What follows belongs to an exercise in optimizing a design on an open flow for small area; a production flow would make more cautious choices. RTL that was checked went through simulation tests only; none was proved equivalent to the original. Power figures rest on the tool's default switching activity, not on a simulated workload.

## garnet
==> module rc_ge, before the edit <==
module rc_ge #(parameter N = 8) (input [N-1:0] a, input [N-1:0] b, output ge);
  wire [N:0] c;
  assign c[0] = 1'b1;
  genvar i;
  generate for (i = 0; i < N; i = i + 1) begin : g
    assign c[i+1] = (a[i] & ~b[i]) | (c[i] & (a[i] | ~b[i]));
  end endgenerate
  assign ge = c[N];
endmodule
Settings: LEC_CHECK=0, CAP_MARGIN=20, CORE_MARGIN=2, CORE_UTILIZATION=60, CTS_BUF_LIST=sky130_fd_sc_hd__clkbuf_8, GPL_TIMING_DRIVEN=0, PLACE_DENSITY=0.75, SLEW_MARGIN=20; clock period 16.0 ns.
run.sh (not shown) runs the stock make flow with config.mk's settings and CLKGATE_MAP_FILE= SYNTH_SCRIPT=/design/flow/synth_recipe.tcl, a recipe that flattens the netlist after the stock synthesis.
Modified inputs, yarrow compared to garnet
diff --git a/flow/design.v b/flow/design.v
--- a/flow/design.v
+++ b/flow/design.v
@@ -634,9 +634,9 @@
 module rc_ge #(parameter N = 8) (input [N-1:0] a, input [N-1:0] b, output ge);
   wire [N:0] c;
   assign c[0] = 1'b1;
   genvar i;
   generate for (i = 0; i < N; i = i + 1) begin : g
-    assign c[i+1] = (a[i] & ~b[i]) | (c[i] & (a[i] | ~b[i]));
+    assign c[i+1] = (a[i] & ~b[i]) | (c[i] & ~(a[i] ^ b[i]));
   end endgenerate
   assign ge = c[N];
 endmodule
==> summary.txt <==
In the reports for garnet and yarrow, the smaller upper clock frequency limit belongs to garnet. yarrow vs. garnet: final standard cell count with taps included and fillers excluded went down by 59, final-layout fill cell count went down by about 0.9%, wire length went down by 1500 um. Detailed-route vias per instance ended up 1.6% lower on yarrow than on garnet. Relative to garnet, the clock network fraction of total power of yarrow is lower by 1.8 points. According to the power report, total power for yarrow is lower than for garnet. yarrow vs garnet — post-synth net total dropped slightly. yarrow vs. garnet: sequential share of layout area went up by 0.56 points.
For yarrow, only the layout was checked, not whether the RTL still works.

* * *

Segway, a different RTL version from the one above (not shown whole).
Size in the first run: ~1600 cells after synthesis, ~16 I/O pins, roughly 16000 um^2 of cells after synthesis.
==> module balance_cntrl, before the edit <==
module balance_cntrl(clk,rst_n,vld,ptch,ld_cell_diff,lft_spd,lft_rev,
                     rght_spd,rght_rev,rider_off,en_steer,pwr_up);
  input clk,rst_n;
  input vld;
  input [15:0] ptch;
  input [8:0] ld_cell_diff;       
  input rider_off;
  input en_steer;
  input pwr_up;
  output [10:0] lft_spd;
  output lft_rev;
  output [10:0] rght_spd;
  output rght_rev;
  logic [17:0] integrator;
  logic [9:0] tempI, prev_ptch_err;
  wire [9:0] err = ptch[15] ? (&ptch[14:9] ? ptch[9:0] : 10'h200)
                            : (|ptch[14:9] ? 10'h1FF : ptch[9:0]);
  wire [17:0] isum;
  rc_add #(18) ai(.a(integrator), .b({{8{err[9]}}, err}), .ci(1'b0), .s(isum), .co());
  wire ov = (err[9] == integrator[17]) & (err[9] != isum[17]);
  always_ff @(posedge clk, negedge rst_n)
    if (!rst_n)
      integrator <= 18'h0;
    else if (rider_off | ~pwr_up)
      integrator <= 18'h0;
    else if (vld & ~ov)
      integrator <= isum;
  always_ff @(posedge clk, negedge rst_n)
    if (!rst_n) begin
      tempI <= 10'h0;
      prev_ptch_err <= 10'h0;
    end else if (vld) begin
      tempI <= err;
      prev_ptch_err <= tempI;
    end
  wire [9:0] dd;
  rc_add #(10) ad(.a(err), .b(~prev_ptch_err), .ci(1'b1), .s(dd), .co());
  wire [6:0] dsat = (dd[9] & ~&dd[8:6]) ? 7'h40 : (~dd[9] & |dd[8:6]) ? 7'h3F : dd[6:0];
  wire [15:0] ds = {{9{dsat[6]}}, dsat};
  wire [15:0] es = {{6{err[9]}}, err};
  wire [15:0] p14, pi, cs_s, cs_c, pid;
  rc_add #(16) ap(.a(es << 4), .b(~(es << 1)), .ci(1'b1), .s(p14), .co());
  rc_add #(16) aq(.a(p14), .b(integrator[17:2]), .ci(1'b0), .s(pi), .co());
  wire [15:0] d4 = ds << 2, d16 = ds << 4;
  assign cs_s = pi ^ d4 ^ d16;
  assign cs_c = (pi & d4) | (d16 & (pi ^ d4));
  rc_add #(16) ar(.a(cs_s), .b({cs_c[14:0], 1'b0}), .ci(1'b0), .s(pid), .co());
  wire [15:0] st = en_steer ? {{7{ld_cell_diff[8]}}, ld_cell_diff} : 16'h0;
  wire [15:0] lt, rt;
  rc_add #(16) al(.a(pid), .b(~st), .ci(1'b1), .s(lt), .co());
  rc_add #(16) ab(.a(pid), .b(st), .ci(1'b0), .s(rt), .co());
  shape shl(.t(lt), .pwr_up(pwr_up), .spd(lft_spd), .rev(lft_rev));
  shape shr(.t(rt), .pwr_up(pwr_up), .spd(rght_spd), .rev(rght_rev));
endmodule
==> module shape, before the edit <==
module shape(input [15:0] t, input pwr_up, output [10:0] spd, output rev);
  wire neg = t[15];
  wire [15:0] x = t ^ {16{neg}};                      
  wire big = |x[15:11];
  wire ge_sat, ge_lo, rv_x;
  rc_ge #(11) c1(.a(x[10:0]), .b(neg ? 11'd1067 : 11'd1068), .ge(ge_sat));
  rc_ge #(7) c2(.a(x[6:0]), .b(neg ? 7'd69 : 7'd70), .ge(ge_lo));
  rc_ge #(15) c3(.a(x[14:0]), .b(15'd31788), .ge(rv_x));     
  wire sat = big | ge_sat;                            
  wire sml = ~big & ~|x[10:7] & ~ge_lo;               
  wire [6:0] a7;
  rc_inc #(7) ia(.a(x[6:0]), .ci(neg), .s(a7), .co());
  wire [10:0] opa = sml ? {a7, 4'h0} : x[10:0];
  wire [10:0] opb = sml ? ~{4'h0, a7} : 11'd980;
  wire [10:0] sum;
  rc_add #(11) am(.a(opa), .b(opb), .ci(sml | neg), .s(sum), .co());
  assign spd = pwr_up ? (sum | {11{sat}}) : 11'h0;
  assign rev = neg ^ rv_x;
endmodule
==> flow/config.mk <==
export PLATFORM = sky130hd
export DESIGN_NAME = Segway
export DESIGN_NICKNAME = Segway
export VERILOG_FILES = /design/flow/design.v
export SDC_FILE = /design/flow/constraint.sdc
export NUM_CORES = 4
export LEC_CHECK = 0
export CAP_MARGIN = 20
export CORE_MARGIN = 2
export CORE_UTILIZATION = 60
export CTS_BUF_LIST = sky130_fd_sc_hd__clkbuf_8
export GPL_TIMING_DRIVEN = 0
export PLACE_DENSITY = 0.75
export SLEW_MARGIN = 20
==> flow/constraint.sdc <==
create_clock -name core_clock -period 16.0 [get_ports {clk}]
set_input_delay 3.2000 -clock core_clock [delete_from_list [all_inputs] [get_ports {clk}]]
set_output_delay 3.2000 -clock core_clock [all_outputs]
set_load 0.01 [all_outputs]
standard.sh (not shown) runs the stock make flow with config.mk's settings and CLKGATE_MAP_FILE= SYNTH_SCRIPT=/design/flow/synth_recipe.tcl, a recipe that flattens the netlist after the stock synthesis.
==> flow/flow/run.sh <==
#!/bin/bash
# Standard layout flow; only the clock tree options differ: no dummy loads
# are added to balance the clock tree, and leaf buffers are clkbuf_8.
set -e
export CTS_ARGS="-sink_clustering_enable -repair_clock_nets -dont_use_dummy_load -buf_list sky130_fd_sc_hd__clkbuf_8 -sink_clustering_size 16 -sink_clustering_max_diameter 60"
bash standard.sh > standard.log 2>&1
The first run went through all stages and came out clean.
Edit:
--- a/flow/design.v
+++ b/flow/design.v
@@ -364,11 +364,9 @@
   wire [15:0] ds = {{9{dsat[6]}}, dsat};
   wire [15:0] es = {{6{err[9]}}, err};
-  wire [15:0] p14, pi, cs_s, cs_c, pid;
+  wire [15:0] p14, d20, pd, pid;
   rc_add #(16) ap(.a(es << 4), .b(~(es << 1)), .ci(1'b1), .s(p14), .co());
-  rc_add #(16) aq(.a(p14), .b(integrator[17:2]), .ci(1'b0), .s(pi), .co());
-  wire [15:0] d4 = ds << 2, d16 = ds << 4;
-  assign cs_s = pi ^ d4 ^ d16;
-  assign cs_c = (pi & d4) | (d16 & (pi ^ d4));
-  rc_add #(16) ar(.a(cs_s), .b({cs_c[14:0], 1'b0}), .ci(1'b0), .s(pid), .co());
+  rc_add #(16) aq(.a(ds << 4), .b(ds << 2), .ci(1'b0), .s(d20), .co());
+  rc_add #(16) ar(.a(p14), .b(d20), .ci(1'b0), .s(pd), .co());
+  rc_add #(16) as(.a(pd), .b(integrator[17:2]), .ci(1'b0), .s(pid), .co());
   wire [15:0] st = en_steer ? {{7{ld_cell_diff[8]}}, ld_cell_diff} : 16'h0;
   wire [15:0] lt, rt;
@@ -380,20 +378,22 @@
 module shape(input [15:0] t, input pwr_up, output [10:0] spd, output rev);
   wire neg = t[15];
-  wire [15:0] x = t ^ {16{neg}};                      
-  wire big = |x[15:11];
-  wire ge_sat, ge_lo, rv_x;
-  rc_ge #(11) c1(.a(x[10:0]), .b(neg ? 11'd1067 : 11'd1068), .ge(ge_sat));
-  rc_ge #(7) c2(.a(x[6:0]), .b(neg ? 7'd69 : 7'd70), .ge(ge_lo));
-  rc_ge #(15) c3(.a(x[14:0]), .b(15'd31788), .ge(rv_x));     
-  wire sat = big | ge_sat;                            
-  wire sml = ~big & ~|x[10:7] & ~ge_lo;               
-  wire [6:0] a7;
-  rc_inc #(7) ia(.a(x[6:0]), .ci(neg), .s(a7), .co());
-  wire [10:0] opa = sml ? {a7, 4'h0} : x[10:0];
-  wire [10:0] opb = sml ? ~{4'h0, a7} : 11'd980;
-  wire [10:0] sum;
-  rc_add #(11) am(.a(opa), .b(opb), .ci(sml | neg), .s(sum), .co());
-  assign spd = pwr_up ? (sum | {11{sat}}) : 11'h0;
-  assign rev = neg ^ rv_x;
+  wire [15:0] x = t ^ {16{neg}};
+  wire [10:0] a;
+  wire co;
+  rc_inc #(11) ia(.a(x[10:0]), .ci(neg), .s(a), .co(co));
+  wire big = (|x[15:11]) | co;                        
+  wire ge70, ge1068, rv_n, rv_p;
+  rc_ge #(7) c1(.a(a[6:0]), .b(7'd70), .ge(ge70));
+  rc_ge #(11) c2(.a(a), .b(11'd1068), .ge(ge1068));
+  rc_ge #(15) c3(.a(t[14:0]), .b(15'h03D4), .ge(rv_n));
+  rc_ge #(15) c4(.a(t[14:0]), .b(15'h7C2C), .ge(rv_p));
+  wire sml = ~big & ~|a[10:7] & ~ge70;
+  wire sat = big | ge1068;
+  wire [10:0] m15, m980;
+  rc_add #(11) am(.a({a[6:0], 4'h0}), .b(~{4'h0, a[6:0]}), .ci(1'b1), .s(m15), .co());
+  rc_add #(11) an(.a(a), .b(11'd980), .ci(1'b0), .s(m980), .co());
+  wire [10:0] raw = sat ? 11'h7FF : sml ? m15 : m980;
+  assign spd = pwr_up ? raw : 11'h0;
+  assign rev = neg ? rv_n : rv_p;
 endmodule
 module steer_en(clk,rst_n,lft_ld,rght_ld,en_steer,rider_off,ld_cell_diff);
After rerunning:
- The new run finished clean
- routed wire length increases by 0.63%
- clock skew increases by 0.0074 ns
- setup slack gets worse by 0.018 ns
- utilization decreases by 1.4 points
- non-clock buffer count decreases by 26
- total power increases by 1.6%
- final area hardly moves
- first-iteration DRC count decreases by 20%
- hold slack gets worse by 0.0074 ns
- critical path depth decreases by 32
- synthesized cell count barely changes
- cell count is about the same
